From an optimization exercise on the open Yosys and OpenROAD flow, aimed at small area; shortcuts taken in it are not production practice.
Only simulation tests tie the RTL to the original design; equivalence was not proved.
No activity file was given, so power comes from the tool's default toggle rates.

red:
Design I2C_Master_Top, start of the top module:
module I2C_Master_Top(
	input        MAX10_CLK1_50,
	input        RESET,
	output [6:0] HEX0,
	output [6:0] HEX1,
	output [6:0] HEX2,
	output [6:0] HEX3,
	output [6:0] HEX4,
	output       SDA_OEN,
	input        SDA_IN,
	output       SCL_OEN
);
==> flow/config.mk <==
export PLATFORM = sky130hd
export DESIGN_NAME = I2C_Master_Top
export DESIGN_NICKNAME = I2C_Master_Top
export VERILOG_FILES = /design/flow/design.v
export SDC_FILE = /design/flow/constraint.sdc
export NUM_CORES = 4
export LEC_CHECK = 0
export CAP_MARGIN = 20
export CORE_MARGIN = 2
export CORE_UTILIZATION = 45
export SLEW_MARGIN = 20
==> flow/constraint.sdc <==
create_clock -name core_clock -period 20.0 [get_ports {MAX10_CLK1_50}]
set_input_delay 4.0000 -clock core_clock [delete_from_list [all_inputs] [get_ports {MAX10_CLK1_50}]]
set_output_delay 4.0000 -clock core_clock [all_outputs]
set_load 0.01 [all_outputs]
standard.sh (not shown) runs the stock make flow with config.mk's settings and CLKGATE_MAP_FILE= SYNTH_SCRIPT=/design/flow/synth_recipe.tcl, a recipe that flattens the netlist after the stock synthesis.
==> flow/flow/run.sh <==
#!/bin/bash
# Layout flow: the standard layout (standard.sh, ORFS), with these changes:
#  - synthesis: flow/synth.tcl, the standard synthesis with an area-oriented
#    ABC script, and without Yosys's adder extraction (ADDER_MAP_FILE empty),
#    which otherwise fixes XOR gates as half-adder cells before ABC runs;
#  - port buffers use the smallest buffer cell (buf_1);
#  - clock tree: CTS inserts no dummy loads.
# Each ORFS step's full output is in orfs/logs/; make's own output is in
# flow_make.log.
set -euo pipefail
cd "$(dirname "$0")/.."
work=$(pwd)
sed -e "s|SYNTH_SCRIPT=[^ ]*|SYNTH_SCRIPT=$work/flow/synth.tcl ADDER_MAP_FILE=|" standard.sh > flow_standard.sh
export BUFFER_PORTS_ARGS="-buffer_cell sky130_fd_sc_hd__buf_1"
export CTS_ARGS="-sink_clustering_enable -repair_clock_nets -dont_use_dummy_load -buf_list sky130_fd_sc_hd__clkbuf_16"
bash flow_standard.sh > flow_make.log 2>&1
==> flow/flow/abc_area.script <==
&get -n
&st
&dch -x
&nf -R 1000 -p
&st
&dch -x
&nf -R 1000 -p
&put
==> flow/flow/synth.tcl <==
# The standard synthesis (synth_recipe.tcl in the work folder, which sources
# ORFS's synth.tcl), with one change: ABC maps the logic with abc_area.script
# (choice computation and area-recovering mapping, twice, without the buffering
# and gate up-sizing of abc_speed.script, which only add area at this period).
# Registers are mapped before ABC runs, so they are the standard synthesis's.
set ::my_flow_dir [file dirname [file normalize [info script]]]
proc ::use_area_abc_script {name1 name2 op} {
	set i [lsearch -exact $::abc_args -script]
	if {$i >= 0} {
		lset ::abc_args [expr {$i + 1}] [file join $::my_flow_dir abc_area.script]
	}
}
trace add variable ::abc_args write ::use_area_abc_script
source [file join [file dirname $::my_flow_dir] synth_recipe.tcl]
--- input diff red..blue ---
--- a/flow/flow/run.sh
+++ b/flow/flow/run.sh
@@ -14,3 +14,3 @@
 export BUFFER_PORTS_ARGS="-buffer_cell sky130_fd_sc_hd__buf_1"
-export CTS_ARGS="-sink_clustering_enable -repair_clock_nets -dont_use_dummy_load -buf_list sky130_fd_sc_hd__clkbuf_16"
+export CTS_ARGS="-repair_clock_nets -dont_use_dummy_load -buf_list sky130_fd_sc_hd__clkbuf_8"
 bash flow_standard.sh > flow_make.log 2>&1
Results
When blue is set beside red, its sequential portion of the cell area turns out to be 0.82 points larger. blue did not stop at any stage, and its layout met the timing, DRC and antenna checks. Compared with red, in blue number of nets with antenna violations after routing was more or less identical; clock network fraction of total power has decreased; via count of the first global-routing pass held steady.
### blue -> green
--- a/flow/flow/run.sh
+++ b/flow/flow/run.sh
@@ -14,3 +14,3 @@
 export BUFFER_PORTS_ARGS="-buffer_cell sky130_fd_sc_hd__buf_1"
-export CTS_ARGS="-repair_clock_nets -dont_use_dummy_load -buf_list sky130_fd_sc_hd__clkbuf_8"
+export CTS_ARGS="-sink_clustering_enable -repair_clock_nets -dont_use_dummy_load -buf_list sky130_fd_sc_hd__clkbuf_8 -sink_buffer_max_cap_derate 3.0"
 bash flow_standard.sh > flow_make.log 2>&1
Notes after the runs:
- FAIL green @ clock tree synthesis (4_1_cts): tool exited with error
- Post-synthesis cell area came out exactly the same in blue and green.
- Any difference in sequential area share after synthesis between blue and green is small enough to ignore.
- From blue to green the numbers moved as follows: mux share of post-synthesis cell area held, post-synthesis sequential element count held.
Modified inputs, orange compared to green
--- a/flow/flow/run.sh
+++ b/flow/flow/run.sh
@@ -14,3 +14,3 @@
 export BUFFER_PORTS_ARGS="-buffer_cell sky130_fd_sc_hd__buf_1"
-export CTS_ARGS="-sink_clustering_enable -repair_clock_nets -dont_use_dummy_load -buf_list sky130_fd_sc_hd__clkbuf_8 -sink_buffer_max_cap_derate 3.0"
+export CTS_ARGS="-sink_clustering_enable -repair_clock_nets -dont_use_dummy_load -buf_list sky130_fd_sc_hd__clkbuf_8"
 bash flow_standard.sh > flow_make.log 2>&1
## What came out
- orange | stages: all done | timing, DRC, antenna: all pass
- Die span in y delta (green -> orange): insignificant
- green → orange: global placer's final weighted congestion roughly the same; number of port buffers roughly the same; number of distinct standard cells referenced by the synthesized netlist roughly the same.
- Between green and orange, the difference in summed instance area of the synthesized netlist is negligible.
- Taking green as the reference, in orange number of cells in the design after placement closely matched the old numbers, flop and latch count out of synthesis closely matched the old numbers, synthesized cell count closely matched the old numbers.
- For post-synth net total, green and orange come out practically identical.

========
## run 1
Another version of the RTL of I2C_Master_Top (not shown whole).
For scale: ~280 cells after synthesis, about 40 I/O pins, roughly 2800 sq um of cells after synthesis.
## I2C_Master_Top
module I2C_Master_Top(
	input        MAX10_CLK1_50,
	input        RESET,
	output [6:0] HEX0,
	output [6:0] HEX1,
	output [6:0] HEX2,
	output [6:0] HEX3,
	output [6:0] HEX4,
	output       SDA_OEN,
	input        SDA_IN,
	output       SCL_OEN
);
wire       z;
wire [1:0] q;
wire [6:0] c;
wire       W;
wire       upd_time;
I2C_Master i2c_controller (
	.Clk(MAX10_CLK1_50), .Reset(RESET),
	.I2C_SDA_OEn(SDA_OEN), .I2C_SCL_OEn(SCL_OEN),
	.z(z), .q(q), .c(c), .W(W), .upd_time(upd_time));
wire poll   = z & (q == 2'd1);
wire in_l   = (~c[5] & ~c[4] & ~c[3] & ~c[2] & ~c[1]) | (~c[6] & c[5] & c[4] & c[3] & c[2]) | (~c[6] & c[5] & c[4] & c[3] & c[1]);    
wire in_h   = (~c[5] & ~c[4] & ~c[3] & c[1] & c[0]) | (~c[5] & ~c[4] & ~c[3] & c[2]) | (~c[5] & ~c[4] & c[3] & ~c[2] & ~c[1]) | (~c[5] & ~c[4] & c[3] & ~c[2] & ~c[0]);    
wire samp_l = poll & in_l;
wire samp_h = poll & in_h;
wire s45 = (~c[5] & ~c[4] & c[3] & ~c[2] & c[1] & ~c[0]), s46 = (~c[5] & ~c[4] & c[3] & ~c[2] & c[1] & c[0]), s47 = (~c[5] & ~c[4] & c[3] & c[2] & ~c[1] & ~c[0]);
wire fstep  = z & ((s45 & (q != 2'd1)) | s46 | (s47 & (q == 2'd1)));
wire upd    = upd_time & s47;
wire k01 = ~samp_l;
wire k2  = fstep & ~(s45 & (q == 2'd2));
wire k3  = fstep & (s47 | (s46 & q[1] & q[0]) | (s46 & (q == 2'd0)));
reg  [18:0] Rn;
wire [18:0] R = ~Rn;
reg  [18:0] BCD;
function [3:0] dd;
	input [3:0] d;
	input       k;
	reg g;
	begin
		g = k & (d[3] | (d[2] & (d[1] | d[0])));
		dd[3] = d[3] | g;
		dd[2] = g ? (d[3] & d[0]) : d[2];
		dd[1] = g ? ((d[1] & d[0]) | (d[3] & ~d[0])) : d[1];
		dd[0] = d[0] ^ g;
	end
endfunction
wire [18:0] X = {R[18:16], dd(R[15:12], k3), dd(R[11:8], k2), dd(R[7:4], k01), dd(R[3:0], k01)};
always @(posedge MAX10_CLK1_50) begin
	if (samp_l | samp_h | fstep)
		Rn[10:0] <= ~{X[9:0], samp_h ? SDA_IN : (fstep & R[18])};
	if (samp_l | fstep)
		Rn[18:11] <= ~{X[17:11], samp_l ? SDA_IN : X[10]};
end
always @(posedge MAX10_CLK1_50) begin
	if (RESET | upd)
		BCD <= RESET ? 19'd0 : R;
end
Decoder_7seg decoder_1(.out(HEX0), .in(BCD[3:0]));
Decoder_7seg decoder_2(.out(HEX1), .in(BCD[7:4]));
Decoder_7seg decoder_3(.out(HEX2), .in(BCD[11:8]));
  ...
Settings: LEC_CHECK=0, CAP_MARGIN=20, CORE_MARGIN=2, CORE_UTILIZATION=65, SLEW_MARGIN=20; clock period 20.0 ns.
==> flow/flow/run.sh <==
#!/bin/bash
# Layout flow: the standard layout (standard.sh, ORFS), with these changes:
#  - synthesis: flow/synth.tcl, the standard synthesis with an area-oriented
#    ABC script, and without Yosys's adder extraction (ADDER_MAP_FILE empty),
#    which otherwise fixes XOR gates as half-adder cells before ABC runs;
#  - port buffers use the smallest buffer cell (buf_1);
#  - clock tree: clkbuf_8 buffers only, and CTS inserts no dummy loads.
# Each ORFS step's full output is in orfs/logs/; make's own output is in
# flow_make.log.
set -euo pipefail
cd "$(dirname "$0")/.."
work=$(pwd)
sed -e "s|SYNTH_SCRIPT=[^ ]*|SYNTH_SCRIPT=$work/flow/synth.tcl ADDER_MAP_FILE=|" standard.sh > flow_standard.sh
export BUFFER_PORTS_ARGS="-buffer_cell sky130_fd_sc_hd__buf_1"
export CTS_ARGS="-sink_clustering_enable -repair_clock_nets -dont_use_dummy_load -buf_list sky130_fd_sc_hd__clkbuf_8"
bash flow_standard.sh > flow_make.log 2>&1
==> flow/flow/abc_area.script <==
&get -n
&st
&dc2
&dch -x
&nf -R 1000
&st
&b
&dch -x -f
&nf -R 1000 -p
&put
Scripts as last shown in full above: flow/flow/synth.tcl
## Diff of input files: run 2 against run 1
==> flow/flow/abc_area.script <==
&get -n
&st
&dch -x -f
&nf -R 1000 -p -C 32 -F 8 -A 8
&st
&dch -x -f
&nf -R 1000 -p -C 32 -F 8 -A 8
&put
==> summary.txt <==
- Looking at proportion of layout cells with a drive suffix above 1, run 2 sits 0.30 points lower than run 1 does.
- When run 2 is measured against run 1, its maximum achievable frequency turns out about 4% higher.
- Any difference in final cell count between run 2 and run 1 is small enough to ignore.
- Changes observed in run 2 relative to run 1: worst setup slack grew by 0.24 ns, combinational gate power now smaller, post-placement cell area climbed 0.46%.
- Fraction of the mapped netlist area in simple logic gates: run 2 < run 1
- Compared with run 1, in run 2 global-route total usage across every layer decreased by 1.2 points relative to the old numbers, area of all placed cells without fillers moved up.
> inputs changed (run 2 -> run 3)
- changing CORE_UTILIZATION from 65 to 45
Results
- Run 3 reached the end of the flow, and the finished layout is clean on the timing, DRC and antenna checks.
- Area of all placed cells without fillers: higher on run 3
- Run 3 vs run 2: worst setup slack after layout down
- In the tables for run 2 and run 3, wire length reads lower with run 2.
- Number of max-capacitance violations reported: run 3 vs run 2 identical
- | final critical-path required period | run 3 vs run 2 | worse |
- Worst hold slack delta for run 3 relative to run 2: 0.0057 ns lower
- Delta (run 3 minus run 2): final core utilization fell 23 points; total design power picked up an extra about 0.37%; clock share of power has increased.

[port drivers added, routing unchanged]
In the flow no input, the clock included, has a driving cell. The finished layouts below were timed again as built, in two steps.
Step 1, drivers: a clkbuf_16 drives MAX10_CLK1_50 and a buf_2 each remaining input, both assumed.
Step 2 also shifts input and output timing later by t, the mid clock arrival at the registers, as if the neighbouring blocks saw the same clock.
Three values: no drivers, after step 1, after step 2; two values: the first two.
run	t (ns)	setup slack, ns	hold WS [ns]	clock arrival spread, ns	worst register clock-pin slew, ns
red	0.312	13.764 / 13.731 / 14.043	0.447 / 0.447 / 0.447	0.011 / 0.010	0.06 / 0.06
blue	0.318	13.749 / 13.721 / 14.039	0.451 / 0.451 / 0.451	0.012 / 0.012	0.09 / 0.09
orange	0.318	13.749 / 13.721 / 14.039	0.451 / 0.451 / 0.451	0.012 / 0.012	0.09 / 0.09
run 1	0.327	13.717 / 13.689 / 14.016	0.451 / 0.451 / 0.451	0.015 / 0.016	0.09 / 0.09
run 2	0.322	13.955 / 13.928 / 14.249	0.464 / 0.464 / 0.464	0.015 / 0.015	0.09 / 0.09
run 3	0.324	13.952 / 13.924 / 14.248	0.459 / 0.459 / 0.459	0.017 / 0.017	0.09 / 0.09
After both steps every run listed still meets setup and hold.
